From an optimization exercise on the open Yosys and OpenROAD flow, aimed at small area and a short achievable clock period; shortcuts taken in it are not production practice.
The RTL was checked by simulation tests, not by an equivalence proof against the original design.

Design work_zyq, start of the top module:
module work_zyq(CLK,rst,keystat,dataout);
	input CLK;
	input rst;
	input [4:0]keystat;
	output [31:0]dataout;
	reg [31:0]dataout;
	reg [14:0]first;       
	reg [2:0]preop;        
	reg [4:0]prestat;      
	wire is_add = preop == 3'b110;
	wire is_sub = preop == 3'b111;
	wire is_mul = preop == 3'b100;
	wire is_div = preop == 3'b101;
	wire is_none = ~preop[2];
	wire [14:0] second;
	zq_v4 uv(.d(dataout[15:0]), .v(second));
	wire subm = preop[0];
	wire addsub = is_add | is_sub;
	wire [28:0] prod;
	zq_mul15 umul(.a(first), .b(second & {15{is_mul}}), .ea(first & {15{addsub}}),
		.eb((second ^ {15{subm}}) & {15{addsub}}), .ci(addsub & subm), .p(prod));
	wire [14:0] u = prod[14:0];
	wire uco = prod[15];   
	wire gt = uco & |u;
	wire [14:0] mag;       
	zq_cneg #(15) uneg(.x(u), .n(~uco), .y(mag));
	wire [14:0] quo;
	zq_div15 udiv(.n(first), .d(second), .q(quo));
	wire [28:0] ans = {prod[28:16], prod[15] & ~is_sub, is_sub ? mag : prod[14:0]} |
	                  {14'd0, {15{is_div}} & quo};
	wire [31:0] bcd;
	zq_bcd29 ubcd(.b(ans), .d(bcd));
	wire neg = is_sub & ~gt;
	wire [4:0] nz;         
	assign nz[0] = |bcd[3:0];
	assign nz[1] = |bcd[7:4];
	assign nz[2] = |bcd[11:8];
	assign nz[3] = |bcd[15:12];
	assign nz[4] = |bcd[19:16];
	wire [5:1] sgn;
	assign sgn[1] = neg & ~|nz[4:1];
	assign sgn[2] = neg & nz[1] & ~|nz[4:2];
	assign sgn[3] = neg & nz[2] & ~|nz[4:3];
	assign sgn[4] = neg & nz[3] & ~nz[4];
	assign sgn[5] = neg & nz[4];
	wire dz = is_div & ~|second;
	wire [31:0] res = bcd | {8'd0, {4{sgn[5]}}, {4{sgn[4]}}, {4{sgn[3]}}, {4{sgn[2]}}, {4{sgn[1]}}, 4'd0};
	wire d_keep, d_shift, d_res, d_err, f_load, f_keep;
	wire [4:0] k_nx;
	zq_ctl uctl(.rst(rst), .keystat(keystat), .prestat(prestat), .dz(dz),
		.d_keep(d_keep), .d_shift(d_shift), .d_res(d_res), .d_err(d_err), .f_load(f_load), .f_keep(f_keep), .k_nx(k_nx));
	always @(posedge CLK) begin
		dataout <= ({32{d_keep}} & dataout) | ({32{d_shift}} & {dataout[27:0], keystat[3:0]}) |
		           ({32{d_res}} & res) | ({32{d_err}} & 32'h00000EDD);
		first <= ({15{f_keep}} & first) | ({15{f_load}} & second);
  ...
Size in the first run: about 39 I/O pins.
Settings: LEC_CHECK=0, CAP_MARGIN=20, CORE_MARGIN=2, CORE_UTILIZATION=40, CTS_CLUSTER_DIAMETER=200, CTS_CLUSTER_SIZE=30, SLEW_MARGIN=20; clock period 220.0 ns.
standard.sh (not shown) runs the stock make flow with config.mk's settings and CLKGATE_MAP_FILE= SYNTH_SCRIPT=/design/flow/synth_recipe.tcl, a recipe that flattens the netlist after the stock synthesis.
==> flow/flow/run.sh <==
#!/bin/bash
# Own layout flow: the standard synthesis and layout, except that
#  - Yosys skips the quick ABC pass inside synth (-noabc), extracts full/half adder
#    cells only in the modules listed in flow/fa_modules.txt (kept apart until mapping,
#    then flattened like the rest), and maps the logic with the area-oriented ABC script
#    in flow/abc.script (no gate upsizing); the modules in flow/fast_modules.txt (the key
#    decoder zq_ctl) are mapped with ORFS's speed script;
#  - no buffers for module pass-through wires (modules are flattened after mapping);
#  - port buffers are buf_2 cells;
#  - the resizer's repair_timing aims at the slack in flow/margin.txt (the SDC's clock is
#    unchanged).
# Each tool's full output goes to a log file in the work folder.
set -euo pipefail
WORK=$(pwd)
FL=$WORK/flow
MARGIN=$(cat "$FL/margin.txt")
FAMODS=$(cat "$FL/fa_modules.txt")
FASTMODS=$(cat "$FL/fast_modules.txt")

sed -e "s#^source \$::env(SCRIPTS_DIR)/synth_preamble.tcl#source \$::env(SCRIPTS_DIR)/synth_preamble.tcl\nset abc_fast \$abc_args\nset abc_args [lreplace \$abc_args 1 1 $FL/abc.script]#" \
    -e "s#^  extract_fa {\*}\[dont_use_extract_fa_args\]\$#  extract_fa {*}[dont_use_extract_fa_args] $FAMODS#" \
    -e "s#^  log_cmd abc {\*}\$abc_args\$#  log_cmd abc {*}\$abc_fast $FASTMODS\n  log_cmd abc {*}\$abc_args \$::env(DESIGN_NAME) $FAMODS#" \
  "$FLOW_HOME/scripts/synth.tcl" > "$WORK/own_synth.tcl"
grep -q "lreplace \$abc_args 1 1" "$WORK/own_synth.tcl"
grep -q "abc_fast $FASTMODS" "$WORK/own_synth.tcl"
grep -q "extract_fa {\*}\[dont_use_extract_fa_args\] $FAMODS" "$WORK/own_synth.tcl"
sed "s#\$::env(SCRIPTS_DIR)/synth.tcl#$WORK/own_synth.tcl#" "$WORK/synth_recipe.tcl" > "$WORK/own_synth_recipe.tcl"
grep -q "own_synth.tcl" "$WORK/own_synth_recipe.tcl"
sed "s#SYNTH_SCRIPT=[^ ]*#SYNTH_SCRIPT=$WORK/own_synth_recipe.tcl#" "$WORK/standard.sh" > "$WORK/own_synth.sh"
grep -q "own_synth_recipe.tcl" "$WORK/own_synth.sh"

SYNTH_KEEP_MODULES="$FASTMODS $FAMODS" SYNTH_ARGS=-noabc SYNTH_INSBUF=0 bash "$WORK/own_synth.sh" synth > "$WORK/synth.log" 2>&1
export BUFFER_PORTS_ARGS="-buffer_cell sky130_fd_sc_hd__buf_2"
export SETUP_SLACK_MARGIN=$MARGIN
bash "$WORK/standard.sh" > "$WORK/layout.log" 2>&1
test -f "$WORK/out/final.def"
==> flow/flow/abc.script <==
strash
dch
amap
topo
==> flow/flow/fa_modules.txt <==
zq_mul15
==> flow/flow/fast_modules.txt <==
zq_ctl
==> flow/flow/margin.txt <==
174.6
The baseline finished clean.
Edit:
==> flow/flow/margin.txt (replaced) <==
174.4
Settings changed: CTS_CLUSTER_DIAMETER 200 to unset, CTS_CLUSTER_SIZE 30 to unset.
Final cell count came out lower slightly.
Die area is unchanged.
Setup slack loses 0.33 ns.
Routed wire length came out lower slightly.


work_zyq, a different RTL version from the one above (not shown whole).
For scale: ~2800 cells after synthesis, ~55 flip-flops, roughly 18000 um^2 of cells after synthesis.
Settings: LEC_CHECK=0, CAP_MARGIN=20, CORE_MARGIN=2, CORE_UTILIZATION=40, SLEW_MARGIN=20; clock period 220.0 ns.
==> flow/flow/run.sh <==
#!/bin/bash
# Own layout flow: the standard synthesis and layout, except that
#  - Yosys skips the quick ABC pass inside synth (-noabc), extracts full/half adder
#    cells only in the modules listed in flow/fa_modules.txt (kept apart until mapping,
#    then flattened like the rest), and maps the logic with the area-oriented ABC script
#    in flow/abc.script (no gate upsizing); the next-state module zq_ctl is mapped with
#    ORFS's speed script;
#  - port buffers are buf_2 cells;
#  - the resizer's repair_timing aims at the slack in flow/margin.txt (the SDC's clock is
#    unchanged).
# Each tool's full output goes to a log file in the work folder.
set -euo pipefail
WORK=$(pwd)
FL=$WORK/flow
MARGIN=$(cat "$FL/margin.txt")
FAMODS=$(cat "$FL/fa_modules.txt")

sed -e "s#^source \$::env(SCRIPTS_DIR)/synth_preamble.tcl#source \$::env(SCRIPTS_DIR)/synth_preamble.tcl\nset abc_fast \$abc_args\nset abc_args [lreplace \$abc_args 1 1 $FL/abc.script]#" \
    -e "s#^  extract_fa {\*}\[dont_use_extract_fa_args\]\$#  extract_fa {*}[dont_use_extract_fa_args] $FAMODS#" \
    -e "s#^  log_cmd abc {\*}\$abc_args\$#  log_cmd abc {*}\$abc_fast zq_ctl\n  log_cmd abc {*}\$abc_args \$::env(DESIGN_NAME) $FAMODS#" \
  "$FLOW_HOME/scripts/synth.tcl" > "$WORK/own_synth.tcl"
grep -q "lreplace \$abc_args 1 1" "$WORK/own_synth.tcl"
grep -q "abc_fast zq_ctl" "$WORK/own_synth.tcl"
grep -q "extract_fa {\*}\[dont_use_extract_fa_args\] $FAMODS" "$WORK/own_synth.tcl"
sed "s#\$::env(SCRIPTS_DIR)/synth.tcl#$WORK/own_synth.tcl#" "$WORK/synth_recipe.tcl" > "$WORK/own_synth_recipe.tcl"
grep -q "own_synth.tcl" "$WORK/own_synth_recipe.tcl"
sed "s#SYNTH_SCRIPT=[^ ]*#SYNTH_SCRIPT=$WORK/own_synth_recipe.tcl#" "$WORK/standard.sh" > "$WORK/own_synth.sh"
grep -q "own_synth_recipe.tcl" "$WORK/own_synth.sh"

SYNTH_KEEP_MODULES="zq_ctl $FAMODS" SYNTH_ARGS=-noabc bash "$WORK/own_synth.sh" synth > "$WORK/synth.log" 2>&1
export BUFFER_PORTS_ARGS="-buffer_cell sky130_fd_sc_hd__buf_2"
export SETUP_SLACK_MARGIN=$MARGIN
bash "$WORK/standard.sh" > "$WORK/layout.log" 2>&1
test -f "$WORK/out/final.def"
==> flow/flow/margin.txt <==
175.0
Scripts as last shown in full above: flow/flow/abc.script, flow/flow/fa_modules.txt
The first run finished clean.
Change:
==> flow/flow/margin.txt (replaced) <==
174.6
After rerunning: Synthesized area stays the same; clock skew goes up by 0.0032 ns; synthesized cell count is unchanged; sequential share of layout area increases by 0.18 points; global-route usage decreases by 0.70 points; critical path depth shrinks by 3; worst hold slack is about the same.


Another version of the RTL of work_zyq (not shown whole).
Size: roughly 2,700 cells after synthesis, ~55 flip-flops, roughly 0.021 sq mm of cells after synthesis.
export LEC_CHECK = 0
export CAP_MARGIN = 20
export CORE_MARGIN = 2
export CORE_UTILIZATION = 40
export SLEW_MARGIN = 20
create_clock -name core_clock -period 220.0 [get_ports {CLK}]
==> flow/flow/run.sh <==
#!/bin/bash
# Own layout flow: the standard synthesis and layout, except that Yosys maps the
# logic with the area-oriented ABC script in flow/abc.script (no gate upsizing), then
# the standard layout (standard.sh) from floorplan to finish.
# Each tool's full output goes to a log file in the work folder.
set -euo pipefail
WORK=$(pwd)
FL=$WORK/flow

# synthesis script: synth_recipe.tcl with ORFS's synth.tcl swapped for a copy whose
# ABC call uses flow/abc.script
sed "s#^source \$::env(SCRIPTS_DIR)/synth_preamble.tcl#source \$::env(SCRIPTS_DIR)/synth_preamble.tcl\nset abc_args [lreplace \$abc_args 1 1 $FL/abc.script]#" \
  "$FLOW_HOME/scripts/synth.tcl" > "$WORK/own_synth.tcl"
grep -q "lreplace \$abc_args 1 1" "$WORK/own_synth.tcl"
sed "s#\$::env(SCRIPTS_DIR)/synth.tcl#$WORK/own_synth.tcl#" "$WORK/synth_recipe.tcl" > "$WORK/own_synth_recipe.tcl"
grep -q "own_synth.tcl" "$WORK/own_synth_recipe.tcl"
sed "s#SYNTH_SCRIPT=[^ ]*#SYNTH_SCRIPT=$WORK/own_synth_recipe.tcl#" "$WORK/standard.sh" > "$WORK/own_synth.sh"
grep -q "own_synth_recipe.tcl" "$WORK/own_synth.sh"

bash "$WORK/own_synth.sh" synth > "$WORK/synth.log" 2>&1
bash "$WORK/standard.sh" > "$WORK/layout.log" 2>&1
test -f "$WORK/out/final.def"
Scripts as last shown in full above: flow/flow/abc.script
Rerun with:
==> flow/run.sh (new file) <==
#!/bin/bash
# synth_recipe.tcl (not shown) runs the flow's synth.tcl, then flattens the netlist and writes it again
# the make line also repeats each setting of config.mk as NAME=value (left out here)
make -C /OpenROAD-flow-scripts/flow DESIGN_CONFIG=/design/flow/config.mk WORK_HOME=/design/flow/orfs CLKGATE_MAP_FILE= SYNTH_SCRIPT=/design/flow/synth_recipe.tcl finish
removed: flow/flow/run.sh
removed: flow/flow/abc.script
removed: flow/standard.sh
First-iteration DRC count climbs by 36%.
Area after synthesis went up by 25%.
Design area came out higher by 22%.

## static timing again, ports no longer ideal
The results above use ideal ports. As a check the final layouts listed here were re-extracted and re-timed, cells and wires unchanged. Step 1 assumes that a clkbuf_16 drives the clock port and a buf_2 every other input. Step 2 moves the port delays by t, midway between the first and last clock arrival at a register: inputs arrive t later, outputs are due t later. That takes back most of the time a late clock gives input paths. Three values: ideal ports, drivers, drivers and shift; two values: the first two.
run	shift t [ns]	setup WS [ns]	hold slack, ns	worst setup path at the end	latest minus earliest clock arrival (ns)
the first run of note 1	0.348	174.665 / 174.692 / 174.344	0.484 / 0.484 / 0.484	input to register	0.010 / 0.010
the second run of note 1	0.352	174.330 / 174.356 / 174.004	0.477 / 0.477 / 0.477	input to register	0.012 / 0.012
the first run of note 2	0.335	174.875 / 174.858 / 174.523	0.479 / 0.479 / 0.479	input to register	0.006 / 0.006
the second run of note 2	0.331	174.645 / 174.649 / 174.319	0.479 / 0.479 / 0.479	input to register	0.009 / 0.009
the first run of note 3	0.354	173.237 / 173.255 / 172.901	0.498 / 0.498 / 0.498	input to register	0.015 / 0.016
the second run of note 3	0.331	173.242 / 173.231 / 172.900	0.476 / 0.476 / 0.476	input to register	0.013 / 0.013
After both steps every run listed still meets setup and hold. The setup slack of the first run of note 2, which loses most, moves by -0.017 ns with the drivers and by -0.352 ns with both steps.
